Context: an optimization exercise on an open-source flow, tuned for small area, a short achievable clock period and few clock cycles per item. The choices shown serve that exercise and are no tape-out recipe. Function was not checked in any run shown here: the RTL went through the layout flow alone. Power and IR drop assume default switching activity.

`flow/config.mk`:
```
export PLATFORM = sky130hd
export DESIGN_NAME = MD5_custom_SIMD_instruction
export DESIGN_NICKNAME = MD5_custom_SIMD_instruction
export VERILOG_FILES = /design/flow/design.v
export SDC_FILE = /design/flow/constraint.sdc
export NUM_CORES = 8
export LEC_CHECK = 0
export ABC_AREA = 1
export CAP_MARGIN = 20
export CORE_AREA = 5 5 385 385
export DIE_AREA = 0 0 390 390
export PLACE_DENSITY = 0.8
export SLEW_MARGIN = 20
export TNS_END_PERCENT = 0
```
`flow/constraint.sdc`:
```
create_clock -name core_clock -period 12.0 [get_ports {clk}]
set_input_delay 2.4000 -clock core_clock [delete_from_list [all_inputs] [get_ports {clk}]]
set_output_delay 2.4000 -clock core_clock [all_outputs]
set_load 0.01 [all_outputs]
```
`flow/design.v`:
```
module md5_tables (
  input  wire [5:0]  step,
  output wire [31:0] kadd,
  output wire [7:0]  msel,
  output wire [3:0]  fsel,
  output wire [3:0]  rv,
  output wire [4:0]  ru,
  output wire        cl
);
  wire [63:0] dec = 64'd1 << step;
  assign kadd[0] = |(dec & 64'h7a77af08971d29b5);
  assign kadd[1] = |(dec & 64'h944d80c161ca5e9f);
  assign kadd[2] = |(dec & 64'h8951eb4607c41286);
  assign kadd[3] = |(dec & 64'h1052148a3a2612cf);
  assign kadd[4] = |(dec & 64'hb93a94a0188d0b51);
  assign kadd[5] = |(dec & 64'h9a933cb90a42678e);
  assign kadd[6] = |(dec & 64'h80f478f45aedc043);
  assign kadd[7] = |(dec & 64'h36ad99c8bbf21bc7);
  assign kadd[8] = |(dec & 64'h63258a994de2dfa4);
  assign kadd[9] = |(dec & 64'h7dc1e0dc98b3939e);
  assign kadd[10] = |(dec & 64'h84f8b2e8a3da42be);
  assign kadd[11] = |(dec & 64'h046c9a7e65612146);
  assign kadd[12] = |(dec & 64'hbe74bf62c22d8fe1);
  assign kadd[13] = |(dec & 64'h4cd3d1e7cc30c881);
  assign kadd[14] = |(dec & 64'hbdfcb45da4731b9b);
  assign kadd[15] = |(dec & 64'h389a8c2c8c7282ea);
  assign kadd[16] = |(dec & 64'h551649f39df4110a);
  assign kadd[17] = |(dec & 64'hbc16997c7ea74128);
  assign kadd[18] = |(dec & 64'h70b9252f198f63ae);
  assign kadd[19] = |(dec & 64'h0adceb7d7a055b06);
  assign kadd[20] = |(dec & 64'h9c070c7dc3a37f16);
  assign kadd[21] = |(dec & 64'h88d0f1b6fcd63117);
  assign kadd[22] = |(dec & 64'h54140d0adf6993a4);
  assign kadd[23] = |(dec & 64'h30733fff4d722d4a);
  assign kadd[24] = |(dec & 64'h6d7d940bf6e22fee);
  assign kadd[25] = |(dec & 64'h77d998b8d0ad5588);
  assign kadd[26] = |(dec & 64'h4efe7b37fb25592d);
  assign kadd[27] = |(dec & 64'h3adb14eb6c122ff0);
  assign kadd[28] = |(dec & 64'h8c92553249144924);
  assign kadd[29] = |(dec & 64'h7dd748f75d635d75);
  assign kadd[30] = |(dec & 64'h66d6ed9b5bb6ed6e);
  assign kadd[31] = |(dec & 64'h2dbb6db6edb6dbb6);
  assign msel[0] = |(dec & 64'h0040400018988444);
  assign msel[1] = |(dec & 64'h1010080800404202);
  assign msel[2] = |(dec & 64'h0000202000000080);
  assign msel[3] = |(dec & 64'h0888800022220000);
  assign msel[4] = |(dec & 64'h0000044440001111);
  assign msel[5] = |(dec & 64'h2626111101010000);
  assign msel[6] = |(dec & 64'h0101008084042020);
  assign msel[7] = |(dec & 64'h0000020200000808);
  assign fsel[0] = |(dec & 64'h0000000000007fff);
  assign fsel[1] = |(dec & 64'h000000007fff8000);
  assign fsel[2] = |(dec & 64'h00007fff80000000);
  assign fsel[3] = |(dec & 64'h7fff800000000000);
  assign rv[0] = |(dec & 64'h00002aaac4441111);
  assign rv[1] = |(dec & 64'h444400001999a222);
  assign rv[2] = |(dec & 64'h1999800022224444);
  assign rv[3] = |(dec & 64'h2222555500000888);
  assign ru[0] = |(dec & 64'h0888888888888888);
  assign ru[1] = |(dec & 64'h1111111111110000);
  assign ru[2] = |(dec & 64'h2222000022221111);
  assign ru[3] = |(dec & 64'h0000222200002222);
  assign ru[4] = |(dec & 64'h4444444444444444);
  assign cl = |(dec & 64'h8000000000000000);
endmodule
module md5_add (
  input  wire [31:0] a,
  input  wire [31:0] b,
  output wire [31:0] s
);
  wire [31:0] p = a ^ b;
  wire [31:0] gg = a & b;
  wire g1 = gg[1] | (p[1] & gg[0]);
  wire p1 = p[1] & p[0];
  wire g2 = gg[3] | (p[3] & gg[2]);
  wire p2 = p[3] & p[2];
  wire g3 = gg[5] | (p[5] & gg[4]);
  wire p3 = p[5] & p[4];
  wire g4 = gg[7] | (p[7] & gg[6]);
  wire p4 = p[7] & p[6];
  wire g5 = gg[9] | (p[9] & gg[8]);
  wire p5 = p[9] & p[8];
  wire g6 = gg[11] | (p[11] & gg[10]);
  wire p6 = p[11] & p[10];
  wire g7 = gg[13] | (p[13] & gg[12]);
  wire p7 = p[13] & p[12];
  wire g8 = gg[15] | (p[15] & gg[14]);
  wire p8 = p[15] & p[14];
  wire g9 = gg[17] | (p[17] & gg[16]);
  wire p9 = p[17] & p[16];
  wire g10 = gg[19] | (p[19] & gg[18]);
  wire p10 = p[19] & p[18];
  wire g11 = gg[21] | (p[21] & gg[20]);
  wire p11 = p[21] & p[20];
  wire g12 = gg[23] | (p[23] & gg[22]);
  wire p12 = p[23] & p[22];
  wire g13 = gg[25] | (p[25] & gg[24]);
  wire p13 = p[25] & p[24];
  wire g14 = gg[27] | (p[27] & gg[26]);
  wire p14 = p[27] & p[26];
  wire g15 = gg[29] | (p[29] & gg[28]);
  wire p15 = p[29] & p[28];
  wire g16 = gg[31] | (p[31] & gg[30]);
  wire p16 = p[31] & p[30];
  wire g17 = gg[2] | (p[2] & g1);
  wire p17 = p[2] & p1;
  wire g18 = g2 | (p2 & g1);
  wire p18 = p2 & p1;
  wire g19 = gg[6] | (p[6] & g3);
  wire p19 = p[6] & p3;
  wire g20 = g4 | (p4 & g3);
  wire p20 = p4 & p3;
  wire g21 = gg[10] | (p[10] & g5);
  wire p21 = p[10] & p5;
  wire g22 = g6 | (p6 & g5);
  wire p22 = p6 & p5;
  wire g23 = gg[14] | (p[14] & g7);
  wire p23 = p[14] & p7;
  wire g24 = g8 | (p8 & g7);
  wire p24 = p8 & p7;
  wire g25 = gg[18] | (p[18] & g9);
  wire p25 = p[18] & p9;
  wire g26 = g10 | (p10 & g9);
  wire p26 = p10 & p9;
  wire g27 = gg[22] | (p[22] & g11);
  wire p27 = p[22] & p11;
  wire g28 = g12 | (p12 & g11);
  wire p28 = p12 & p11;
  wire g29 = gg[26] | (p[26] & g13);
  wire p29 = p[26] & p13;
  wire g30 = g14 | (p14 & g13);
  wire p30 = p14 & p13;
  wire g31 = gg[30] | (p[30] & g15);
  wire p31 = p[30] & p15;
  wire g32 = g16 | (p16 & g15);
  wire p32 = p16 & p15;
  wire g33 = gg[4] | (p[4] & g18);
  wire p33 = p[4] & p18;
  wire g34 = g3 | (p3 & g18);
  wire p34 = p3 & p18;
  wire g35 = g19 | (p19 & g18);
  wire p35 = p19 & p18;
  wire g36 = g20 | (p20 & g18);
  wire p36 = p20 & p18;
  wire g37 = gg[12] | (p[12] & g22);
  wire p37 = p[12] & p22;
  wire g38 = g7 | (p7 & g22);
  wire p38 = p7 & p22;
  wire g39 = g23 | (p23 & g22);
  wire p39 = p23 & p22;
  wire g40 = g24 | (p24 & g22);
  wire p40 = p24 & p22;
  wire g41 = gg[20] | (p[20] & g26);
  wire p41 = p[20] & p26;
  wire g42 = g11 | (p11 & g26);
  wire p42 = p11 & p26;
  wire g43 = g27 | (p27 & g26);
  wire p43 = p27 & p26;
  wire g44 = g28 | (p28 & g26);
  wire p44 = p28 & p26;
  wire g45 = gg[28] | (p[28] & g30);
  wire p45 = p[28] & p30;
  wire g46 = g15 | (p15 & g30);
  wire p46 = p15 & p30;
  wire g47 = g31 | (p31 & g30);
  wire p47 = p31 & p30;
  wire g48 = g32 | (p32 & g30);
  wire p48 = p32 & p30;
  wire g49 = gg[8] | (p[8] & g36);
  wire p49 = p[8] & p36;
  wire g50 = g5 | (p5 & g36);
  wire p50 = p5 & p36;
  wire g51 = g21 | (p21 & g36);
  wire p51 = p21 & p36;
  wire g52 = g22 | (p22 & g36);
  wire p52 = p22 & p36;
  wire g53 = g37 | (p37 & g36);
  wire p53 = p37 & p36;
  wire g54 = g38 | (p38 & g36);
  wire p54 = p38 & p36;
  wire g55 = g39 | (p39 & g36);
  wire p55 = p39 & p36;
  wire g56 = g40 | (p40 & g36);
  wire p56 = p40 & p36;
  wire g57 = gg[24] | (p[24] & g44);
  wire p57 = p[24] & p44;
  wire g58 = g13 | (p13 & g44);
  wire p58 = p13 & p44;
  wire g59 = g29 | (p29 & g44);
  wire p59 = p29 & p44;
  wire g60 = g30 | (p30 & g44);
  wire p60 = p30 & p44;
  wire g61 = g45 | (p45 & g44);
  wire p61 = p45 & p44;
  wire g62 = g46 | (p46 & g44);
  wire p62 = p46 & p44;
  wire g63 = g47 | (p47 & g44);
  wire p63 = p47 & p44;
  wire g64 = g48 | (p48 & g44);
  wire p64 = p48 & p44;
  wire g65 = gg[16] | (p[16] & g56);
  wire p65 = p[16] & p56;
  wire g66 = g9 | (p9 & g56);
  wire p66 = p9 & p56;
  wire g67 = g25 | (p25 & g56);
  wire p67 = p25 & p56;
  wire g68 = g26 | (p26 & g56);
  wire p68 = p26 & p56;
  wire g69 = g41 | (p41 & g56);
  wire p69 = p41 & p56;
  wire g70 = g42 | (p42 & g56);
  wire p70 = p42 & p56;
  wire g71 = g43 | (p43 & g56);
  wire p71 = p43 & p56;
  wire g72 = g44 | (p44 & g56);
  wire p72 = p44 & p56;
  wire g73 = g57 | (p57 & g56);
  wire p73 = p57 & p56;
  wire g74 = g58 | (p58 & g56);
  wire p74 = p58 & p56;
  wire g75 = g59 | (p59 & g56);
  wire p75 = p59 & p56;
  wire g76 = g60 | (p60 & g56);
  wire p76 = p60 & p56;
  wire g77 = g61 | (p61 & g56);
  wire p77 = p61 & p56;
  wire g78 = g62 | (p62 & g56);
  wire p78 = p62 & p56;
  wire g79 = g63 | (p63 & g56);
  wire p79 = p63 & p56;
  wire g80 = g64 | (p64 & g56);
  wire p80 = p64 & p56;
  assign s = p ^ {g79, g78, g77, g76, g75, g74, g73, g72, g71, g70, g69, g68, g67, g66, g65, g56, g55, g54, g53, g52, g51, g50, g49, g36, g35, g34, g33, g18, g17, g1, gg[0], 1'b0};
endmodule
module MD5_custom_SIMD_instruction (clk, reset,
	in_v, rd, vrd1, vrd2,
		in_data, in_vdata1, in_vdata2,
	out_v, out_rd, out_vrd1, out_vrd2,
		out_data, out_vdata1, out_vdata2);
	input clk, reset;
	input in_v;
	input [4:0] rd;
	input [2:0] vrd1, vrd2;
	input [32-1:0] in_data;
	input [256-1:0] in_vdata1, in_vdata2;
	output out_v;
	output [4:0] out_rd;
	output [2:0] out_vrd1, out_vrd2;
	output [32-1:0] out_data;
	output [256-1:0] out_vdata1, out_vdata2;
	wire [511:0] min = {in_vdata2, in_vdata1};
	reg        busy, fin, outv, first;
	reg [5:0]  cnt;
	reg [4:0]  t_rd;
	reg [2:0]  t_vrd1, t_vrd2;
	reg [31:0] a, b, c, d, t;
	reg [31:0] ring [0:15];
	reg [31:0] kr;
	reg [7:0]  mr;
	reg [3:0]  fs, rv;
	reg [4:0]  ru;
	reg        cl;
	wire       run = busy | fin;
	wire       last = busy & (cnt == 6'd63);
	wire [31:0] kadd;
	wire [7:0]  msel;
	wire [3:0]  fsel, rvn;
	wire [4:0]  run_;
	wire        cln;
	md5_tables tab (.step(cnt), .kadd(kadd), .msel(msel), .fsel(fsel), .rv(rvn), .ru(run_), .cl(cln));
	wire        pol = ~cnt[0] & ~fin;
	wire [31:0] mword = {32{pol}} ^ (
		({32{mr[0]}} & ring[0]) |
		({32{mr[1]}} & ring[1]) |
		({32{mr[2]}} & ring[2]) |
		({32{mr[3]}} & ring[3]) |
		({32{mr[4]}} & ring[5]) |
		({32{mr[5]}} & ring[8]) |
		({32{mr[6]}} & ring[9]) |
		({32{mr[7]}} & ring[10]));
	wire [31:0] ts = d ^ kr ^ mword;
	wire [31:0] tc = (d & kr) | (d & mword) | (kr & mword);
	wire [31:0] tsum;
	md5_add addt (.a(ts), .b({tc[30:0], 1'b0}), .s(tsum));
	wire [31:0] f = ({32{first}} & 32'hd76aa477) |
		({32{fs[0]}} & ((b & c) | (~b & d))) |
		({32{fs[1]}} & ((d & b) | (~d & c))) |
		({32{fs[2]}} & (b ^ c ^ d)) |
		({32{fs[3]}} & (c ^ (b | ~d)));
	wire [31:0] x;
	md5_add addx (.a(f), .b(t), .s(x));
	wire [31:0] z =
		({32{rv[0]}} & x) |
		({32{rv[1]}} & {x[30:0], x[31:31]}) |
		({32{rv[2]}} & {x[29:0], x[31:30]}) |
		({32{rv[3]}} & {x[28:0], x[31:29]});
	wire [31:0] y =
		({32{ru[0]}} & {z[27:0], z[31:28]}) |
		({32{ru[1]}} & {z[23:0], z[31:24]}) |
		({32{ru[2]}} & {z[19:0], z[31:20]}) |
		({32{ru[3]}} & {z[15:0], z[31:16]}) |
		({32{ru[4]}} & {z[11:0], z[31:12]}) |
		({32{cl}} & 32'hefcdab89);
	wire [31:0] bn;
	md5_add addb (.a(b), .b(y), .s(bn));
	wire [31:0] dn;
	md5_add addd (.a(c), .b({32{fin}} & 32'h98badcfe), .s(dn));
	integer j;
	always @(posedge clk) begin
		if (reset) begin
			busy <= 1'b0;
			fin <= 1'b0;
			outv <= 1'b0;
		end else begin
			busy <= busy ? ~last : in_v;
			fin <= last;
			outv <= fin;
		end
		first <= ~run;
		cnt <= busy ? cnt + 6'd1 : 6'd0;
		kr <= busy ? kadd : 32'he8c7b756;
		mr <= busy ? msel : 8'd4;
		fs <= busy ? fsel : 4'd0;
		rv <= busy ? rvn : 4'd8;
		ru <= busy ? run_ : 5'd1;
		cl <= busy & cln;
		a <= t;
		if (run) begin
			b <= bn;
			c <= b;
			d <= dn;
			t <= tsum;
			for (j = 0; j < 16; j = j + 1) ring[(j+1)%16] <= ~ring[j];
		end else begin
			b <= 32'hefcdab89; c <= 32'h98badcfe; d <= 32'h10325476;
			t <= min[31:0];
			t_rd <= rd; t_vrd1 <= vrd1; t_vrd2 <= vrd2;
			ring[1] <= ~min[31:0];
			ring[2] <= ~min[63:32];
			ring[4] <= ~min[95:64];
			ring[15] <= ~min[127:96];
			ring[13] <= ~min[159:128];
			ring[6] <= ~min[191:160];
			ring[0] <= ~min[223:192];
			ring[3] <= ~min[255:224];
			ring[9] <= ~min[287:256];
			ring[10] <= ~min[319:288];
			ring[12] <= ~min[351:320];
			ring[7] <= ~min[383:352];
			ring[5] <= ~min[415:384];
			ring[14] <= ~min[447:416];
			ring[8] <= ~min[479:448];
			ring[11] <= ~min[511:480];
		end
	end
	assign out_v = outv;
	assign out_rd = t_rd;
	assign out_vrd1 = t_vrd1;
	assign out_vrd2 = t_vrd2;
	assign out_data = 32'd0;
	assign out_vdata2 = {256{1'b0}};
	assign out_vdata1 = {128'd0, t, d, b, a};
endmodule
```
`flow/flow/run.sh`:
```
#!/bin/bash
# ORFS layout (the standard.sh) with: the full-adder and half-adder cells kept out of
# synthesis and layout (the platform's don't-use list plus fa/ha), a tighter setup-repair
# target, free resizing, and minimum-size port buffers.
set -euo pipefail
DU="sky130_fd_sc_hd__probe_p_8 sky130_fd_sc_hd__probec_p_8 sky130_fd_sc_hd__lpflow_bleeder_1 sky130_fd_sc_hd__lpflow_clkbufkapwr_1 sky130_fd_sc_hd__lpflow_clkbufkapwr_16 sky130_fd_sc_hd__lpflow_clkbufkapwr_2 sky130_fd_sc_hd__lpflow_clkbufkapwr_4 sky130_fd_sc_hd__lpflow_clkbufkapwr_8 sky130_fd_sc_hd__lpflow_clkinvkapwr_1 sky130_fd_sc_hd__lpflow_clkinvkapwr_16 sky130_fd_sc_hd__lpflow_clkinvkapwr_2 sky130_fd_sc_hd__lpflow_clkinvkapwr_4 sky130_fd_sc_hd__lpflow_clkinvkapwr_8 sky130_fd_sc_hd__lpflow_decapkapwr_12 sky130_fd_sc_hd__lpflow_decapkapwr_3 sky130_fd_sc_hd__lpflow_decapkapwr_4 sky130_fd_sc_hd__lpflow_decapkapwr_6 sky130_fd_sc_hd__lpflow_decapkapwr_8 sky130_fd_sc_hd__lpflow_inputiso0n_1 sky130_fd_sc_hd__lpflow_inputiso0p_1 sky130_fd_sc_hd__lpflow_inputiso1n_1 sky130_fd_sc_hd__lpflow_inputiso1p_1 sky130_fd_sc_hd__lpflow_inputisolatch_1 sky130_fd_sc_hd__lpflow_isobufsrc_1 sky130_fd_sc_hd__lpflow_isobufsrc_16 sky130_fd_sc_hd__lpflow_isobufsrc_2 sky130_fd_sc_hd__lpflow_isobufsrc_4 sky130_fd_sc_hd__lpflow_isobufsrc_8 sky130_fd_sc_hd__lpflow_isobufsrckapwr_16 sky130_fd_sc_hd__lpflow_lsbuf_lh_hl_isowell_tap_1 sky130_fd_sc_hd__lpflow_lsbuf_lh_hl_isowell_tap_2 sky130_fd_sc_hd__lpflow_lsbuf_lh_hl_isowell_tap_4 sky130_fd_sc_hd__lpflow_lsbuf_lh_isowell_4 sky130_fd_sc_hd__lpflow_lsbuf_lh_isowell_tap_1 sky130_fd_sc_hd__lpflow_lsbuf_lh_isowell_tap_2 sky130_fd_sc_hd__lpflow_lsbuf_lh_isowell_tap_4 sky130_fd_sc_hd__fa_1 sky130_fd_sc_hd__fa_2 sky130_fd_sc_hd__fa_4 sky130_fd_sc_hd__ha_1 sky130_fd_sc_hd__ha_2 sky130_fd_sc_hd__ha_4"
bash standard.sh "DONT_USE_CELLS=$DU" SETUP_SLACK_MARGIN=8.5 MATCH_CELL_FOOTPRINT=0 "BUFFER_PORTS_ARGS=-buffer_cell sky130_fd_sc_hd__buf_1" finish > standard.log 2>&1
```
`flow/standard.sh`:
```
#!/bin/bash
# synth_recipe.tcl (not shown) runs the flow's synth.tcl, then flattens the netlist and writes it again
# the make line also repeats each setting of config.mk as NAME=value (left out here)
make -C /OpenROAD-flow-scripts/flow DESIGN_CONFIG=/design/flow/config.mk WORK_HOME=/design/flow/orfs CLKGATE_MAP_FILE= SYNTH_SCRIPT=/design/flow/synth_recipe.tcl "${@:-finish}"
```
==> results.ini, run 1 <==
[worst_setup_path]
reg2reg_to = b[22]
cp-start-kind = flop
crit_slowest_cell = a21boi_0
crit_path_end_kind = flop
worstSetupPathType = flop to flop
crit_required_ns = 12.56
startpoint = fs[1]
worstReg2RegStart = fs[1]
max_stage_delay_ns = 0.63
crit_fanout = 8
worst_ep_arrival_time_ns = 5.07
path_common_cell = nand2_1
r2r_slack_ns = 7.50
r2r_cells = 29

[cts]
cts.sinks = 747
numCtsBuffers = 88
path_clk_slew_ns = 0.06
cts_max_path_buffers = 3
clock_latency_ns = 0.74
cts_tree = done
htree_levels = 3
clockRootBuffer = clkbuf_16

[synth]
synth_xor_area_share_pct = 2.166
yosysSeqAreaShare_pct = 37.25
netlist_instances = 5419
synth_seq_cells = 747
synth_compound_area_share_pct = 7.064
synthMuxAreaShare_pct = 12.05
synthAdderAreaFrac_pct = 0.02475
synth_area_per_cell_um2 = 7.463
synth_top_family_by_area = simple AND/OR/NAND/NOR gates
synthTopCellsByArea = dfxtp_1 36%, mux2i_1 12%, nand2_1 11%, buf_4 7.8%, nand3_1 4.9%
synth_cell_types = 65
ys.flop_type = dfxtp_1
syn-cell-area_mm2 = 0.04044
synth-simple-area-share_pct = 27.24
synthArstFlopShare_pct = 0
synth-edff-count = 11
yosysTopAreaCell = dfxtp_1
yosysTopAreaCellShare_pct = 36.43
ys_warn_count = 2

[floorplan]
fp.dieW_um = 390
core_mm2 = 0.1435
die_h_um = 390
std_cell_rows = 139
initial_core_util_pct = 28.18
num_io_pins = 1114
dieArea_mm2 = 0.1521

[hold_path]
min_from = ring[6][19]
holdCritPathClass = flop to flop
whs_path_depth = 1
holdPathEnd = ring[7][19]

[detailed_routing]
drt-initial-drc-count = 3883
firstDrtPassIters = 8
drc_errors = 0
dr_total_vias = 41063
wl_per_cell_um = 24.02
ant_nets = 0
routed_wl_um = 196100
vias_per_cell = 5.029

[placement]
dpl_cell_area_mm2 = 0.04346
gp_congestion = 1.068
hpwl_um = 149500
io_buffers = 665

[timing]
report.final.slew_viol_count = 0
clock_skew_ns = 0.06811
post-route-period-util_pct = 37.51
grt_setup_unrepaired = yes
max_slew_margin_pct = 14.48
hold_viol = 0
setup_violations = 0
max_freq_mhz = 222.1
tns_ns = 0
tightest_slew_ns = 1.283
finalCriticalPeriod_ns = 4.502
whs_ns = 0.3798

[grt]
grt_pass1_vias = 38912
grt_max_degree = 162
grtUsageTotal_pct = 23.86
grt_pass1_wl_um = 266400
antenna_found_initial = 32
grt-ovfl-total = 0

[run_status]
outcome = finished clean

[layout]
final_common_cell = nand2_1
final_cell_mix = 1,107 x nand2_1, 658 x buf_1, 654 x dfxtp_1
drive_above_1_share_pct = 14.62
syn2layout_area_growth_pct = 23.39
final_nets = 6737
final_cell_area_mm2 = 0.04990

[power]
power.leakage_nw = 24.54
ir_drop_mv = 0.1324
p_per_area_mw_per_mm2 = 197.7

[run]
maxCapViolCount = 0

[registers in the layout (all words and copies together), names as in the netlist, 5 cells and up]
| signal | count |
|---|---|
| cnt | 6 |
| t_rd | 5 |
| b | 32 |
| t | 32 |
| ru | 5 |
| mr | 8 |
| d | 32 |
| kr | 32 |
| a | 32 |
| c | 32 |
| ring | 512 |
[kinds of logic after synthesis]
group / Yosys count
other: 1
and+or+nand+nor: 2522
adders and majority gates: 1
xor gates and xnor gates: 100
AOI/OAI and AO/OA: 473
buffers and inverters: 1088
DFF: 747
muxes: 487
[worst max-delay path, delay by kind of cell, from the launching register on]
kind / cells / cell delay [ns]
AOI/OAI and AO/OA: 2 / 0.77
buffers and inverters: 5 / 0.64
DFF: 1 / 0.43
and+or+nand+nor: 22 / 2.48
[layer usage]
| layer | wire [µm] | vias up | GRT usage, % |
|---|---|---|---|
| met3 | 19190 | 671 | 5.904 |
| met1 | 72820 | 19337 | 28.09 |
| li1 | - | 18575 | - |
| met2 | 90200 | 2456 | 39.40 |
| met5 | 172 | - | 0 |
| met4 | 13740 | 24 | 14.00 |
[Yosys cell counts, drive strengths merged (2+ instances only)]
cell and n:
nand2 1270, inv 497, mux2i 487, xor2 74, a31oi 16, a221oi 42
a41oi 10, and2 7, edfxtp 11, o21a 7, nor2 530, o21bai 16
nor3 72, a22oi 3, or2 39, dfxtp 736, o211ai 15, or4 5
a21oi 161, a21boi 23, a22o 9, o22ai 2, o21ai 154, nand4 128
nand3b 16, nand3 397, o2111ai 4, clkbuf 84, buf 503, clkinv 4
o41ai 2, xnor2 26, a21o 2, o221ai 3, nor4 55
[cell type report]
cell class | instances | area (µm²)
Antenna cell | 11 | 27.53
Clock buffer | 117 | 2451
Clock inverter | 45 | 674.4
Fill cell | 14677 | 93580
Inverter | 501 | 1936
Multi-Input combinational cell | 4003 | 23040
Sequential cell | 747 | 15240
Tap cell | 1903 | 2381
Timing Repair Buffer | 838 | 4144
[worst max path at each step]
stage | end | cells past startpoint
after global routing | b[28] | 29
after floorplan | b[31] | 35
final | b[22] | 29
after global placement | t[30] | 23
after CTS | b[25] | 33
after detailed placement | t[17] | 23
[power by group]
group          total, W  internal, W  switching [W]
logic           0.00376      0.00131        0.00245
registers       0.00323      0.00284       0.000389
clock network   0.00288      0.00166        0.00121
[timing repair]
action                                  CTS  global route
pin swaps                                75           110
cloned                                    6             0
endpoints found under the setup margin  288           336
setup buffers                            81            42
hold buffers                              0             0
resized for setup                       336           262
[stage by stage]
stage	total power, W	worst slack (ns)	util (%)	cells
after floorplan	0.005242	8.501	-	5834
after global routing	0.01036	7.318	34.77	8160
after detailed placement	0.006175	6.851	30.29	7863
after global placement	0.006081	6.922	30.29	7863
final	0.009864	7.498	34.78	8165
after CTS	0.009491	7.958	33.86	8112
==> run 2: changes to the inputs <==
--- a/flow/design.v
+++ b/flow/design.v
@@ -1,5 +1,4 @@
 module md5_tables (
   input  wire [5:0]  step,
-  output wire [31:0] kadd,
   output wire [7:0]  msel,
   output wire [3:0]  fsel,
@@ -9,36 +8,4 @@
 );
   wire [63:0] dec = 64'd1 << step;
-  assign kadd[0] = |(dec & 64'h7a77af08971d29b5);
-  assign kadd[1] = |(dec & 64'h944d80c161ca5e9f);
-  assign kadd[2] = |(dec & 64'h8951eb4607c41286);
-  assign kadd[3] = |(dec & 64'h1052148a3a2612cf);
-  assign kadd[4] = |(dec & 64'hb93a94a0188d0b51);
-  assign kadd[5] = |(dec & 64'h9a933cb90a42678e);
-  assign kadd[6] = |(dec & 64'h80f478f45aedc043);
-  assign kadd[7] = |(dec & 64'h36ad99c8bbf21bc7);
-  assign kadd[8] = |(dec & 64'h63258a994de2dfa4);
-  assign kadd[9] = |(dec & 64'h7dc1e0dc98b3939e);
-  assign kadd[10] = |(dec & 64'h84f8b2e8a3da42be);
-  assign kadd[11] = |(dec & 64'h046c9a7e65612146);
-  assign kadd[12] = |(dec & 64'hbe74bf62c22d8fe1);
-  assign kadd[13] = |(dec & 64'h4cd3d1e7cc30c881);
-  assign kadd[14] = |(dec & 64'hbdfcb45da4731b9b);
-  assign kadd[15] = |(dec & 64'h389a8c2c8c7282ea);
-  assign kadd[16] = |(dec & 64'h551649f39df4110a);
-  assign kadd[17] = |(dec & 64'hbc16997c7ea74128);
-  assign kadd[18] = |(dec & 64'h70b9252f198f63ae);
-  assign kadd[19] = |(dec & 64'h0adceb7d7a055b06);
-  assign kadd[20] = |(dec & 64'h9c070c7dc3a37f16);
-  assign kadd[21] = |(dec & 64'h88d0f1b6fcd63117);
-  assign kadd[22] = |(dec & 64'h54140d0adf6993a4);
-  assign kadd[23] = |(dec & 64'h30733fff4d722d4a);
-  assign kadd[24] = |(dec & 64'h6d7d940bf6e22fee);
-  assign kadd[25] = |(dec & 64'h77d998b8d0ad5588);
-  assign kadd[26] = |(dec & 64'h4efe7b37fb25592d);
-  assign kadd[27] = |(dec & 64'h3adb14eb6c122ff0);
-  assign kadd[28] = |(dec & 64'h8c92553249144924);
-  assign kadd[29] = |(dec & 64'h7dd748f75d635d75);
-  assign kadd[30] = |(dec & 64'h66d6ed9b5bb6ed6e);
-  assign kadd[31] = |(dec & 64'h2dbb6db6edb6dbb6);
   assign msel[0] = |(dec & 64'h0040400018988444);
   assign msel[1] = |(dec & 64'h1010080800404202);
@@ -233,4 +200,165 @@
   assign s = p ^ {g79, g78, g77, g76, g75, g74, g73, g72, g71, g70, g69, g68, g67, g66, g65, g56, g55, g54, g53, g52, g51, g50, g49, g36, g35, g34, g33, g18, g17, g1, gg[0], 1'b0};
 endmodule
+module md5_addbk (
+  input  wire [31:0] a,
+  input  wire [31:0] b,
+  output wire [31:0] s
+);
+  wire [31:0] p = a ^ b;
+  wire [31:0] gg = a & b;
+  wire g1 = gg[1] | (p[1] & gg[0]);
+  wire p1 = p[1] & p[0];
+  wire g2 = gg[3] | (p[3] & gg[2]);
+  wire p2 = p[3] & p[2];
+  wire g3 = gg[5] | (p[5] & gg[4]);
+  wire p3 = p[5] & p[4];
+  wire g4 = gg[7] | (p[7] & gg[6]);
+  wire p4 = p[7] & p[6];
+  wire g5 = gg[9] | (p[9] & gg[8]);
+  wire p5 = p[9] & p[8];
+  wire g6 = gg[11] | (p[11] & gg[10]);
+  wire p6 = p[11] & p[10];
+  wire g7 = gg[13] | (p[13] & gg[12]);
+  wire p7 = p[13] & p[12];
+  wire g8 = gg[15] | (p[15] & gg[14]);
+  wire p8 = p[15] & p[14];
+  wire g9 = gg[17] | (p[17] & gg[16]);
+  wire p9 = p[17] & p[16];
+  wire g10 = gg[19] | (p[19] & gg[18]);
+  wire p10 = p[19] & p[18];
+  wire g11 = gg[21] | (p[21] & gg[20]);
+  wire p11 = p[21] & p[20];
+  wire g12 = gg[23] | (p[23] & gg[22]);
+  wire p12 = p[23] & p[22];
+  wire g13 = gg[25] | (p[25] & gg[24]);
+  wire p13 = p[25] & p[24];
+  wire g14 = gg[27] | (p[27] & gg[26]);
+  wire p14 = p[27] & p[26];
+  wire g15 = gg[29] | (p[29] & gg[28]);
+  wire p15 = p[29] & p[28];
+  wire g16 = gg[31] | (p[31] & gg[30]);
+  wire p16 = p[31] & p[30];
+  wire g17 = g2 | (p2 & g1);
+  wire p17 = p2 & p1;
+  wire g18 = g4 | (p4 & g3);
+  wire p18 = p4 & p3;
+  wire g19 = g6 | (p6 & g5);
+  wire p19 = p6 & p5;
+  wire g20 = g8 | (p8 & g7);
+  wire p20 = p8 & p7;
+  wire g21 = g10 | (p10 & g9);
+  wire p21 = p10 & p9;
+  wire g22 = g12 | (p12 & g11);
+  wire p22 = p12 & p11;
+  wire g23 = g14 | (p14 & g13);
+  wire p23 = p14 & p13;
+  wire g24 = g16 | (p16 & g15);
+  wire p24 = p16 & p15;
+  wire g25 = g18 | (p18 & g17);
+  wire p25 = p18 & p17;
+  wire g26 = g20 | (p20 & g19);
+  wire p26 = p20 & p19;
+  wire g27 = g22 | (p22 & g21);
+  wire p27 = p22 & p21;
+  wire g28 = g24 | (p24 & g23);
+  wire p28 = p24 & p23;
+  wire g29 = g26 | (p26 & g25);
+  wire p29 = p26 & p25;
+  wire g30 = g28 | (p28 & g27);
+  wire p30 = p28 & p27;
+  wire g31 = g30 | (p30 & g29);
+  wire p31 = p30 & p29;
+  wire g32 = g27 | (p27 & g29);
+  wire p32 = p27 & p29;
+  wire g33 = g19 | (p19 & g25);
+  wire p33 = p19 & p25;
+  wire g34 = g21 | (p21 & g29);
+  wire p34 = p21 & p29;
+  wire g35 = g23 | (p23 & g32);
+  wire p35 = p23 & p32;
+  wire g36 = g3 | (p3 & g17);
+  wire p36 = p3 & p17;
+  wire g37 = g5 | (p5 & g25);
+  wire p37 = p5 & p25;
+  wire g38 = g7 | (p7 & g33);
+  wire p38 = p7 & p33;
+  wire g39 = g9 | (p9 & g29);
+  wire p39 = p9 & p29;
+  wire g40 = g11 | (p11 & g34);
+  wire p40 = p11 & p34;
+  wire g41 = g13 | (p13 & g32);
+  wire p41 = p13 & p32;
+  wire g42 = g15 | (p15 & g35);
+  wire p42 = p15 & p35;
+  wire g43 = gg[2] | (p[2] & g1);
+  wire p43 = p[2] & p1;
+  wire g44 = gg[4] | (p[4] & g17);
+  wire p44 = p[4] & p17;
+  wire g45 = gg[6] | (p[6] & g36);
+  wire p45 = p[6] & p36;
+  wire g46 = gg[8] | (p[8] & g25);
+  wire p46 = p[8] & p25;
+  wire g47 = gg[10] | (p[10] & g37);
+  wire p47 = p[10] & p37;
+  wire g48 = gg[12] | (p[12] & g33);
+  wire p48 = p[12] & p33;
+  wire g49 = gg[14] | (p[14] & g38);
+  wire p49 = p[14] & p38;
+  wire g50 = gg[16] | (p[16] & g29);
+  wire p50 = p[16] & p29;
+  wire g51 = gg[18] | (p[18] & g39);
+  wire p51 = p[18] & p39;
+  wire g52 = gg[20] | (p[20] & g34);
+  wire p52 = p[20] & p34;
+  wire g53 = gg[22] | (p[22] & g40);
+  wire p53 = p[22] & p40;
+  wire g54 = gg[24] | (p[24] & g32);
+  wire p54 = p[24] & p32;
+  wire g55 = gg[26] | (p[26] & g41);
+  wire p55 = p[26] & p41;
+  wire g56 = gg[28] | (p[28] & g35);
+  wire p56 = p[28] & p35;
+  wire g57 = gg[30] | (p[30] & g42);
+  wire p57 = p[30] & p42;
+  assign s = p ^ {g57, g42, g56, g35, g55, g41, g54, g32, g53, g40, g52, g34, g51, g39, g50, g29, g49, g38, g48, g33, g47, g37, g46, g25, g45, g36, g44, g17, g43, g1, gg[0], 1'b0};
+endmodule
+module md5_ktab (
+  input  wire [5:0]  step,
+  output wire [31:0] k
+);
+  wire [63:0] dec = 64'd1 << step;
+  assign k[0] = |(dec & 64'hf4ef5e112e3a536a);
+  assign k[1] = |(dec & 64'h289b0182c394bd3f);
+  assign k[2] = |(dec & 64'h12a3d68c0f88250d);
+  assign k[3] = |(dec & 64'h20a42914744c259e);
+  assign k[4] = |(dec & 64'h72752940311a16a3);
+  assign k[5] = |(dec & 64'h352679721484cf1c);
+  assign k[6] = |(dec & 64'h01e8f1e8b5db8087);
+  assign k[7] = |(dec & 64'h6d5b339177e4378e);
+  assign k[8] = |(dec & 64'hc64b15329bc5bf49);
+  assign k[9] = |(dec & 64'hfb83c1b93167273d);
+  assign k[10] = |(dec & 64'h09f165d147b4857d);
+  assign k[11] = |(dec & 64'h08d934fccac2428c);
+  assign k[12] = |(dec & 64'h7ce97ec5845b1fc3);
+  assign k[13] = |(dec & 64'h99a7a3cf98619103);
+  assign k[14] = |(dec & 64'h7bf968bb48e63736);
+  assign k[15] = |(dec & 64'h7135185918e505d5);
+  assign k[16] = |(dec & 64'haa2c93e73be82215);
+  assign k[17] = |(dec & 64'h782d32f8fd4e8251);
+  assign k[18] = |(dec & 64'he1724a5e331ec75d);
+  assign k[19] = |(dec & 64'h15b9d6faf40ab60c);
+  assign k[20] = |(dec & 64'h380e18fb8746fe2c);
+  assign k[21] = |(dec & 64'h11a1e36df9ac622e);
+  assign k[22] = |(dec & 64'ha8281a15bed32749);
+  assign k[23] = |(dec & 64'h60e67ffe9ae45a95);
+  assign k[24] = |(dec & 64'hdafb2817edc45fdc);
+  assign k[25] = |(dec & 64'hefb33171a15aab10);
+  assign k[26] = |(dec & 64'h9dfcf66ff64ab25a);
+  assign k[27] = |(dec & 64'h75b629d6d8245fe1);
+  assign k[28] = |(dec & 64'h1924aa6492289248);
+  assign k[29] = |(dec & 64'hfbae91eebac6baeb);
+  assign k[30] = |(dec & 64'hcdaddb36b76ddadd);
+  assign k[31] = |(dec & 64'h5b76db6ddb6db76d);
+endmodule
 module MD5_custom_SIMD_instruction (clk, reset,
 	in_v, rd, vrd1, vrd2,
@@ -256,5 +384,4 @@
 	reg [31:0] a, b, c, d, t;
 	reg [31:0] ring [0:15];
-	reg [31:0] kr;
 	reg [7:0]  mr;
 	reg [3:0]  fs, rv;
@@ -268,5 +395,5 @@
 	wire [4:0]  run_;
 	wire        cln;
-	md5_tables tab (.step(cnt), .kadd(kadd), .msel(msel), .fsel(fsel), .rv(rvn), .ru(run_), .cl(cln));
+	md5_tables tab (.step(cnt), .msel(msel), .fsel(fsel), .rv(rvn), .ru(run_), .cl(cln));
 	wire        pol = ~cnt[0] & ~fin;
 	wire [31:0] mword = {32{pol}} ^ (
@@ -279,8 +406,11 @@
 		({32{mr[6]}} & ring[9]) |
 		({32{mr[7]}} & ring[10]));
+	wire [31:0] kt;
+	md5_ktab ktab (.step(cnt), .k(kt));
+	wire [31:0] kr = fin ? 32'h10325476 : kt;
 	wire [31:0] ts = d ^ kr ^ mword;
 	wire [31:0] tc = (d & kr) | (d & mword) | (kr & mword);
 	wire [31:0] tsum;
-	md5_add addt (.a(ts), .b({tc[30:0], 1'b0}), .s(tsum));
+	md5_addbk addt (.a(ts), .b({tc[30:0], 1'b0}), .s(tsum));
 	wire [31:0] f = ({32{first}} & 32'hd76aa477) |
 		({32{fs[0]}} & ((b & c) | (~b & d))) |
@@ -305,5 +435,5 @@
 	md5_add addb (.a(b), .b(y), .s(bn));
 	wire [31:0] dn;
-	md5_add addd (.a(c), .b({32{fin}} & 32'h98badcfe), .s(dn));
+	md5_addbk addd (.a(c), .b({32{fin}} & 32'h98badcfe), .s(dn));
 	integer j;
 	always @(posedge clk) begin
@@ -319,5 +449,4 @@
 		first <= ~run;
 		cnt <= busy ? cnt + 6'd1 : 6'd0;
-		kr <= busy ? kadd : 32'he8c7b756;
 		mr <= busy ? msel : 8'd4;
 		fs <= busy ? fsel : 4'd0;
--- a/flow/flow/run.sh
+++ b/flow/flow/run.sh
@@ -5,3 +5,3 @@
 set -euo pipefail
 DU="sky130_fd_sc_hd__probe_p_8 sky130_fd_sc_hd__probec_p_8 sky130_fd_sc_hd__lpflow_bleeder_1 sky130_fd_sc_hd__lpflow_clkbufkapwr_1 sky130_fd_sc_hd__lpflow_clkbufkapwr_16 sky130_fd_sc_hd__lpflow_clkbufkapwr_2 sky130_fd_sc_hd__lpflow_clkbufkapwr_4 sky130_fd_sc_hd__lpflow_clkbufkapwr_8 sky130_fd_sc_hd__lpflow_clkinvkapwr_1 sky130_fd_sc_hd__lpflow_clkinvkapwr_16 sky130_fd_sc_hd__lpflow_clkinvkapwr_2 sky130_fd_sc_hd__lpflow_clkinvkapwr_4 sky130_fd_sc_hd__lpflow_clkinvkapwr_8 sky130_fd_sc_hd__lpflow_decapkapwr_12 sky130_fd_sc_hd__lpflow_decapkapwr_3 sky130_fd_sc_hd__lpflow_decapkapwr_4 sky130_fd_sc_hd__lpflow_decapkapwr_6 sky130_fd_sc_hd__lpflow_decapkapwr_8 sky130_fd_sc_hd__lpflow_inputiso0n_1 sky130_fd_sc_hd__lpflow_inputiso0p_1 sky130_fd_sc_hd__lpflow_inputiso1n_1 sky130_fd_sc_hd__lpflow_inputiso1p_1 sky130_fd_sc_hd__lpflow_inputisolatch_1 sky130_fd_sc_hd__lpflow_isobufsrc_1 sky130_fd_sc_hd__lpflow_isobufsrc_16 sky130_fd_sc_hd__lpflow_isobufsrc_2 sky130_fd_sc_hd__lpflow_isobufsrc_4 sky130_fd_sc_hd__lpflow_isobufsrc_8 sky130_fd_sc_hd__lpflow_isobufsrckapwr_16 sky130_fd_sc_hd__lpflow_lsbuf_lh_hl_isowell_tap_1 sky130_fd_sc_hd__lpflow_lsbuf_lh_hl_isowell_tap_2 sky130_fd_sc_hd__lpflow_lsbuf_lh_hl_isowell_tap_4 sky130_fd_sc_hd__lpflow_lsbuf_lh_isowell_4 sky130_fd_sc_hd__lpflow_lsbuf_lh_isowell_tap_1 sky130_fd_sc_hd__lpflow_lsbuf_lh_isowell_tap_2 sky130_fd_sc_hd__lpflow_lsbuf_lh_isowell_tap_4 sky130_fd_sc_hd__fa_1 sky130_fd_sc_hd__fa_2 sky130_fd_sc_hd__fa_4 sky130_fd_sc_hd__ha_1 sky130_fd_sc_hd__ha_2 sky130_fd_sc_hd__ha_4"
-bash standard.sh "DONT_USE_CELLS=$DU" SETUP_SLACK_MARGIN=8.5 MATCH_CELL_FOOTPRINT=0 "BUFFER_PORTS_ARGS=-buffer_cell sky130_fd_sc_hd__buf_1" finish > standard.log 2>&1
+bash standard.sh "DONT_USE_CELLS=$DU" SETUP_SLACK_MARGIN=8 MATCH_CELL_FOOTPRINT=0 "BUFFER_PORTS_ARGS=-buffer_cell sky130_fd_sc_hd__buf_1" finish > standard.log 2>&1
--- a/flow/config.mk
+++ b/flow/config.mk
@@ -10,5 +10,4 @@
 export CORE_AREA = 5 5 385 385
 export DIE_AREA = 0 0 390 390
-export PLACE_DENSITY = 0.8
 export SLEW_MARGIN = 20
 export TNS_END_PERCENT = 0
==> run 2 against run 1 <==
Net effect:
- sequential share of layout area is 0.13 points higher
- die area unchanged
- final cell count decreased by 2.0%
- area after synthesis shrank 2.2%
- power down 8.3%
- hold slack improved by 0.0074 ns
- largest power group unchanged
- synthesized cell count down 1.9%
- sequential power down 4%
- via count shrank 4.8%
- routed wire length decreased by 5.1%
==> results.ini, run 2 <==
[floorplan]
std_cell_rows = 139  ; unchanged
num_io_pins = 1114  ; unchanged
fp.dieW_um = 390  ; unchanged
die_h_um = 390  ; unchanged
core_mm2 = 0.1435  ; unchanged
dieArea_mm2 = 0.1521  ; unchanged
initial_core_util_pct = 27.57  ; was 28.18%

[grt]
grt_pass1_vias = 36805  ; was 38,912
antenna_found_initial = 24  ; was 32
grt_pass1_wl_um = 256000  ; was 266,400 µm
grt-ovfl-total = 0  ; unchanged
grtUsageTotal_pct = 22.99  ; was 23.86%
grt_max_degree = 134  ; was 162

[worst_setup_path]
startpoint = cnt[1]  ; was fs[1]
cp-start-kind = flop  ; unchanged
crit_fanout = 6  ; was 8
r2r_cells = 24  ; was 29
crit_path_end_kind = flop  ; unchanged
worstSetupPathType = flop to flop  ; unchanged
r2r_slack_ns = 7.52  ; was 7.50 ns
crit_end = t[31]  ; was b[22]
worstReg2RegStart = cnt[1]  ; was fs[1]
reg2reg_to = t[31]  ; was b[22]
crit_required_ns = 12.57  ; was 12.56 ns
worst_ep_arrival_time_ns = 5.05  ; was 5.07 ns

[synth]
ys_warn_count = 2  ; unchanged
netlist_instances = 5316  ; was 5,419
yosysTopAreaCellShare_pct = 35.63  ; was 36.43%
synth-edff-count = 11  ; unchanged
ys.flop_type = dfxtp_1  ; unchanged
synth_most_common_cell = nand2_1  ; unchanged
synthTopCellsByArea = dfxtp_1 36%, mux2i_1 12%, nand2_1 12%, buf_4 8.0%, nand3_1 5.6%  ; was dfxtp_1 36%, mux2i_1 12%, nand2_1 11%, buf_4 7.8%, nand3_1 4.9%
synth_area_per_cell_um2 = 7.442  ; was 7.463 µm²
syn-cell-area_mm2 = 0.03956  ; was 0.04044 mm²
synthArstFlopShare_pct = 0  ; unchanged
yosysTopAreaCell = dfxtp_1  ; unchanged
synthTopCellsByCount = 1,279 x nand2_1, 704 x dfxtp_1, 482 x mux2i_1  ; was 1,223 x nand2_1, 736 x dfxtp_1, 504 x nor2_1
synth_cell_types = 59  ; was 65
synth_seq_cells = 715  ; was 747
yosysSeqAreaShare_pct = 36.46  ; was 37.25%

[power]
ir_drop_mv = 0.1153  ; was 0.1324 mV
power.leakage_nw = 23.92  ; was 24.54 nW
p_per_area_mw_per_mm2 = 190.7  ; was 197.7 mW/mm²

[detailed_routing]
dr_total_vias = 39077  ; was 41,063
vias_per_cell = 4.885  ; was 5.029
routed_wl_um = 186100  ; was 196,100 µm
firstDrtPassIters = 6  ; was 8
drt-initial-drc-count = 3032  ; was 3,883
drc_errors = 0  ; unchanged
ant_nets = 0  ; unchanged
wl_per_cell_um = 23.27  ; was 24.02 µm

[timing]
max_freq_mhz = 223.0  ; was 222.1 MHz
max_slew_margin_pct = 20.79  ; was 14.48%
clock_skew_ns = 0.05527  ; was 0.06811 ns
worst_slack_ns = 7.515  ; was 7.498 ns
grt_setup_unrepaired = yes  ; unchanged
post-route-period-util_pct = 37.37  ; was 37.51%
tns_ns = 0  ; unchanged
report.final.slew_viol_count = 0  ; unchanged
hold_viol = 0  ; unchanged
finalCriticalPeriod_ns = 4.485  ; was 4.502 ns
setup_violations = 0  ; unchanged
tightest_slew_ns = 1.187  ; was 1.283 ns

[layout]
top_register = ring  ; unchanged
final_common_cell = nand2_1  ; unchanged
fin_util_pct = 33.04  ; was 34.78%
largest_reg_flops = 512  ; unchanged
syn2layout_area_growth_pct = 19.82  ; was 23.39%
final_cell_mix = 1,235 x nand2_1, 665 x buf_1, 641 x dfxtp_1  ; was 1,107 x nand2_1, 658 x buf_1, 654 x dfxtp_1
drive_above_1_share_pct = 11.04  ; was 14.62%
final_nets = 6581  ; was 6,737

[placement]
io_buffers = 665  ; unchanged
gp_congestion = 1.099  ; was 1.068
hpwl_um = 145700  ; was 149,500 µm
post-place-ws_ns = 6.093  ; was 6.851 ns

[run_status]
outcome = finished clean  ; unchanged

[cts]
htree_levels = 3  ; unchanged
clockRootBuffer = clkbuf_16  ; unchanged
path_clk_slew_ns = 0.07  ; was 0.06 ns
numCtsBuffers = 85  ; was 88
cts_tree = done  ; unchanged
cts_max_path_buffers = 3  ; unchanged
clock_latency_ns = 0.71  ; was 0.74 ns
cts.sinks = 715  ; was 747

[hold_path]
holdCritPathClass = flop to flop  ; unchanged

[run]
maxCapViolCount = 0  ; unchanged

run 2: logic make-up after synthesis:
kind of cell    Yosys count  share of synthesized area [%]
buf+inv                1023                          13.92
compound gates          469                          7.274
mux                     482                          12.20
flops                   715                          36.46
simple gates           2533                          28.08
other cells               1                       0.009479
xor+xnor                 93                          2.059
run 2: layer usage:
metal | GRT usage (%) | vias up | wire length [µm]
li1 | - | 18257 | -
met1 | 27.56 | 18274 | 71850
met2 | 38.71 | 2077 | 87270
met3 | 4.814 | 469 | 15970
met4 | 12.00 | 0 | 11050
met5 | 0 | - | 0
run 2: repair_timing:
item,4_1_cts,5_1_grt
pin swaps,25,14
setup buffers,60,21
cloned,4,1
setup endpoints to repair,89,75
hold buffers,0,0
gates resized for setup,249,94
run 2: area by class of cell:
class | instances | area (µm²)
fillers | 15241 | 96080
multi-input cells | 3995 | 22180
flip-flops and latches | 715 | 14540
repair buffers | 788 | 3636
well taps | 1903 | 2381
clock buffers | 105 | 2302
inverters | 436 | 1693
clock inverters | 45 | 630.6
diodes | 11 | 27.53
repair inverters | 2 | 15.01
run 2: report_power, final:
part	switching, W	internal (W)
registers	0.000386	0.00273
logic	0.00216	0.00104
clock network	0.00115	0.00158
run 2: worst min-delay path by stage:
stage / startpoint / end / slack (ns) / cells past startpoint
after floorplan: ring[15][0] / ring[0][0] / 0.39 / 1
after global placement: t[31] / a[31] / 0.38 / 0
after detailed placement: t[31] / a[31] / 0.38 / 0
after CTS: ring[15][18] / ring[0][18] / 0.39 / 1
after global routing: t[31] / a[31] / 0.41 / 0
final: t[31] / a[31] / 0.39 / 0
run 2: through the flow:
stage                     power, W  cell area [µm²]  instances  hold slack, ns
after floorplan           0.005164            41120       5731          0.3875
after global placement    0.006073            42480       7753          0.3780
after detailed placement  0.006132            42480       7753          0.3807
after CTS                 0.009001            46860       7967          0.3876
after global routing      0.009566            47380       7993          0.4067
final                     0.009041            47400       8000          0.3871
run 2: worst max-delay path, cell delays in order, from the launching register on:
cell	delay (ns)
dfxtp_2	0.37
nand2_2	0.16
nor2_4	0.07
nand2_1	0.11
nor2_1	0.08
nand2_1	0.25
inv_1	0.12
nor2_2	0.32
nand3_1	0.19
or4_1	0.49
nor4_1	0.40
nand4_1	0.42
nor2_1	0.24
inv_1	0.06
nand2_1	0.07
xnor2_1	0.07
or2_2	0.30
nand2_1	0.11
nor2_1	0.05
nand2_1	0.10
nand2_1	0.06
nand2_1	0.09
nand3b_1	0.08
nand3_1	0.08
nand2_1	0.06
==> run 3: changes to the inputs <==
--- a/flow/flow/run.sh
+++ b/flow/flow/run.sh
@@ -5,3 +5,3 @@
 set -euo pipefail
 DU="sky130_fd_sc_hd__probe_p_8 sky130_fd_sc_hd__probec_p_8 sky130_fd_sc_hd__lpflow_bleeder_1 sky130_fd_sc_hd__lpflow_clkbufkapwr_1 sky130_fd_sc_hd__lpflow_clkbufkapwr_16 sky130_fd_sc_hd__lpflow_clkbufkapwr_2 sky130_fd_sc_hd__lpflow_clkbufkapwr_4 sky130_fd_sc_hd__lpflow_clkbufkapwr_8 sky130_fd_sc_hd__lpflow_clkinvkapwr_1 sky130_fd_sc_hd__lpflow_clkinvkapwr_16 sky130_fd_sc_hd__lpflow_clkinvkapwr_2 sky130_fd_sc_hd__lpflow_clkinvkapwr_4 sky130_fd_sc_hd__lpflow_clkinvkapwr_8 sky130_fd_sc_hd__lpflow_decapkapwr_12 sky130_fd_sc_hd__lpflow_decapkapwr_3 sky130_fd_sc_hd__lpflow_decapkapwr_4 sky130_fd_sc_hd__lpflow_decapkapwr_6 sky130_fd_sc_hd__lpflow_decapkapwr_8 sky130_fd_sc_hd__lpflow_inputiso0n_1 sky130_fd_sc_hd__lpflow_inputiso0p_1 sky130_fd_sc_hd__lpflow_inputiso1n_1 sky130_fd_sc_hd__lpflow_inputiso1p_1 sky130_fd_sc_hd__lpflow_inputisolatch_1 sky130_fd_sc_hd__lpflow_isobufsrc_1 sky130_fd_sc_hd__lpflow_isobufsrc_16 sky130_fd_sc_hd__lpflow_isobufsrc_2 sky130_fd_sc_hd__lpflow_isobufsrc_4 sky130_fd_sc_hd__lpflow_isobufsrc_8 sky130_fd_sc_hd__lpflow_isobufsrckapwr_16 sky130_fd_sc_hd__lpflow_lsbuf_lh_hl_isowell_tap_1 sky130_fd_sc_hd__lpflow_lsbuf_lh_hl_isowell_tap_2 sky130_fd_sc_hd__lpflow_lsbuf_lh_hl_isowell_tap_4 sky130_fd_sc_hd__lpflow_lsbuf_lh_isowell_4 sky130_fd_sc_hd__lpflow_lsbuf_lh_isowell_tap_1 sky130_fd_sc_hd__lpflow_lsbuf_lh_isowell_tap_2 sky130_fd_sc_hd__lpflow_lsbuf_lh_isowell_tap_4 sky130_fd_sc_hd__fa_1 sky130_fd_sc_hd__fa_2 sky130_fd_sc_hd__fa_4 sky130_fd_sc_hd__ha_1 sky130_fd_sc_hd__ha_2 sky130_fd_sc_hd__ha_4"
-bash standard.sh "DONT_USE_CELLS=$DU" SETUP_SLACK_MARGIN=8 MATCH_CELL_FOOTPRINT=0 "BUFFER_PORTS_ARGS=-buffer_cell sky130_fd_sc_hd__buf_1" finish > standard.log 2>&1
+bash standard.sh "DONT_USE_CELLS=$DU" SETUP_SLACK_MARGIN=8.5 MATCH_CELL_FOOTPRINT=0 "BUFFER_PORTS_ARGS=-buffer_cell sky130_fd_sc_hd__buf_1" finish > standard.log 2>&1
==> run 3 against run 2 <==
Net effect:
- global-route usage up 0.33 points
- via count grew 2.1%
- critical path depth up 7
- sequential share of layout area is 1.9 points lower
- core utilization is 2.4 points higher
==> results.ini, run 3 <==
[cts]
cts_tree = done  ; unchanged
path_clk_slew_ns = 0.06  ; was 0.07 ns
clock_latency_ns = 0.72  ; was 0.71 ns
numCtsBuffers = 83  ; was 85
htree_levels = 3  ; unchanged
cts_hold_buf = 0  ; unchanged
cts.sinks = 715  ; unchanged
cts_max_path_buffers = 3  ; unchanged
clockRootBuffer = clkbuf_16  ; unchanged

[synth]
synth_top_family_by_area = simple AND/OR/NAND/NOR gates  ; unchanged
ys_warn_count = 2  ; unchanged
synth_compound_area_share_pct = 7.274  ; unchanged
synthAdderAreaFrac_pct = 0  ; unchanged
ys.flop_type = dfxtp_1  ; unchanged
synthArstFlopShare_pct = 0  ; unchanged
netlist_instances = 5316  ; unchanged
synth_cell_types = 59  ; unchanged
yosysTopAreaCell = dfxtp_1  ; unchanged
yosysTopAreaCellShare_pct = 35.63  ; unchanged
synth_most_common_cell = nand2_1  ; unchanged
syn-cell-area_mm2 = 0.03956  ; unchanged
synth-edff-count = 11  ; unchanged
synth_area_per_cell_um2 = 7.442  ; unchanged
synthMuxAreaShare_pct = 12.20  ; unchanged
synthTopCellsByCount = 1,279 x nand2_1, 704 x dfxtp_1, 482 x mux2i_1  ; unchanged
synthTopCellsByArea = dfxtp_1 36%, mux2i_1 12%, nand2_1 12%, buf_4 8.0%, nand3_1 5.6%  ; unchanged
yosysSeqAreaShare_pct = 36.46  ; unchanged
synth_seq_cells = 715  ; unchanged
synth-simple-area-share_pct = 28.08  ; unchanged
synth_xor_area_share_pct = 2.059  ; unchanged

[floorplan]
fp.dieW_um = 390  ; unchanged
initial_core_util_pct = 27.57  ; unchanged
die_h_um = 390  ; unchanged
core_mm2 = 0.1435  ; unchanged
std_cell_rows = 139  ; unchanged
num_io_pins = 1114  ; unchanged
dieArea_mm2 = 0.1521  ; unchanged

[worst_setup_path]
cp-start-kind = flop  ; unchanged
crit_fanout = 7  ; was 6
crit_required_ns = 12.59  ; was 12.57 ns
path_common_cell = nand2_1  ; unchanged
max_stage_delay_ns = 0.42  ; was 0.49 ns
crit_slowest_cell = dfxtp_4  ; was or4_1
worst_ep_arrival_time_ns = 4.82  ; was 5.05 ns
worstSetupPathType = flop to flop  ; unchanged
crit_path_end_kind = flop  ; unchanged

[power]
p_per_area_mw_per_mm2 = 188.8  ; was 190.7 mW/mm²
ir_drop_mv = 0.1442  ; was 0.1153 mV
power.leakage_nw = 25.23  ; was 23.92 nW

[grt]
grt_pass1_wl_um = 258600  ; was 256,000 µm
grt_pass1_vias = 36779  ; was 36,805
grt_max_degree = 148  ; was 134
grt-ovfl-total = 0  ; unchanged
antenna_found_initial = 24  ; unchanged
grtUsageTotal_pct = 23.31  ; was 22.99%

[layout]
drive_above_1_share_pct = 19.83  ; was 11.04%
final_nets = 6739  ; was 6,581
largest_reg_flops = 512  ; unchanged
top_register = ring  ; unchanged
n_fill_cell = 15017  ; was 15,241
syn2layout_area_growth_pct = 28.44  ; was 19.82%
final_cell_mix = 1,092 x nand2_1, 665 x buf_1, 616 x dfxtp_1  ; was 1,235 x nand2_1, 665 x buf_1, 641 x dfxtp_1
final_common_cell = nand2_1  ; unchanged
final_cell_area_mm2 = 0.05081  ; was 0.04740 mm²

[timing]
grt_setup_unrepaired = yes  ; unchanged
hold_viol = 0  ; unchanged
tns_ns = 0  ; unchanged
post-route-period-util_pct = 35.21  ; was 37.37%
max_freq_mhz = 236.7  ; was 223.0 MHz
report.final.slew_viol_count = 0  ; unchanged
tightest_slew_ns = 1.162  ; was 1.187 ns
max_slew_margin_pct = 22.56  ; was 20.79%
setup_violations = 0  ; unchanged
clock_skew_ns = 0.07193  ; was 0.05527 ns
finalCriticalPeriod_ns = 4.225  ; was 4.485 ns

[detailed_routing]
routed_wl_um = 192900  ; was 186,100 µm
vias_per_cell = 4.885  ; about the same
firstDrtPassIters = 6  ; unchanged
dr_total_vias = 39894  ; was 39,077
drt-initial-drc-count = 3041  ; was 3,032
drc_errors = 0  ; unchanged
ant_nets = 0  ; unchanged
wl_per_cell_um = 23.63  ; was 23.27 µm

[placement]
dpl_cell_area_mm2 = 0.04254  ; was 0.04248 mm²
io_buffers = 665  ; unchanged
hpwl_um = 148100  ; was 145,700 µm
gp_congestion = 1.039  ; was 1.099

[run]
maxCapViolCount = 0  ; unchanged

[hold_path]
holdCritPathClass = flop to flop  ; unchanged

[run_status]
outcome = finished clean  ; unchanged

-- run 3: layout make-up --
cell class	instances	area [µm²]	share of cell area [%]
Antenna cell	16	40.04	0.07880
Multi-Input combinational cell	3996	24020	47.28
Timing Repair inverter	4	35.03	0.06895
Clock buffer	113	2341	4.607
Sequential cell	715	14630	28.79
Clock inverter	38	618.1	1.216
Timing Repair Buffer	945	4982	9.806
Inverter	436	1762	3.467
Tap cell	1903	2381	4.686
-- run 3: metrics by stage --
stage / power [W] / util, % / setup slack [ns] / instances / hold WS [ns]
after CTS: 0.009079 / 33.10 / 7.713 / 8000 / 0.3844
after global routing: 0.01013 / 35.40 / 7.515 / 8157 / 0.3982
after detailed placement: 0.006162 / 29.65 / 6.149 / 7758 / 0.3784
after floorplan: 0.005169 / - / 8.502 / 5731 / 0.3875
final: 0.009594 / 35.41 / 7.775 / 8166 / 0.3869
after global placement: 0.006106 / 29.65 / 6.078 / 7758 / 0.3837
-- run 3: cells by family after synthesis --
| group | count (synthesis) |
|---|---|
| muxes | 482 |
| buffers and inverters | 1023 |
| AOI/OAI and AO/OA | 469 |
| and+or+nand+nor | 2533 |
| other | 1 |
| DFF | 715 |
| xor gates and xnor gates | 93 |
-- run 3: path summary, 6_finish.rpt --
path | cells past startpoint | slack, ns | from | endpoint
min reg2reg | 0 | 0.39 | t[31] | a[31]
min | 0 | 0.39 | t[31] | a[31]
max reg2reg | 31 | 7.77 | cnt[0] | t[23]
max | 31 | 7.77 | cnt[0] | t[23]
-- run 3: worst max-delay path: cells and delay by family (launching register included) --
kind / cells / cell delay [ns]
AO/OA/AOI/OAI: 1 / 0.18
buffers and inverters: 3 / 0.44
AND/OR/NAND/NOR: 26 / 2.87
XOR/XNOR: 1 / 0.18
flip-flops: 1 / 0.42
-- run 3: report_power, final --
group	switching (W)	internal [W]	leakage (nW)	total [W]
registers	0.000407	0.00274	6.05	0.00314
logic	0.00241	0.00128	17.8	0.00370
clock network	0.00113	0.00163	1.43	0.00275
total	0.00395	0.00564	25.2	0.00959
-- run 3: repair_timing --
| action | CTS | global route |
|---|---|---|
| setup endpoints to repair | 273 | 318 |
| gates resized for setup | 325 | 605 |
| setup buffers | 87 | 146 |
| pin swaps | 44 | 201 |
| gates cloned | 4 | 4 |
-- run 3: layer usage --
layer,global-route usage (%),wire length (µm)
met1,27.71,74250
met2,38.85,89640
met3,5.276,16350
met4,12.99,12660
met5,0,33

==> static timing again, ports no longer ideal <==
No port has a modelled driver above. Below, the same layouts with a new extraction and two added sets of constraints. Step 1, drivers: a clkbuf_16 drives clk and a buf_2 each remaining input, both assumed. Step 2 times the ports against the registers' clock, not the clock port: input delays grow and output delays shrink by t, the midpoint of the rising clock arrivals with the driver on. a / b / c = ideal ports / drivers / drivers and shift; a / b = the first two.
run	t, ns	setup WS [ns]	latest minus earliest clock arrival (ns)	worst register clock-pin slew, ns
run 1	0.786	7.498 / 7.498 / 7.498	0.074 / 0.074	0.08 / 0.08
run 2	0.756	7.515 / 7.515 / 7.515	0.055 / 0.055	0.07 / 0.07
run 3	0.751	7.775 / 7.718 / 7.775	0.072 / 0.072	0.08 / 0.08
After both steps setup and hold are still met in every run listed.
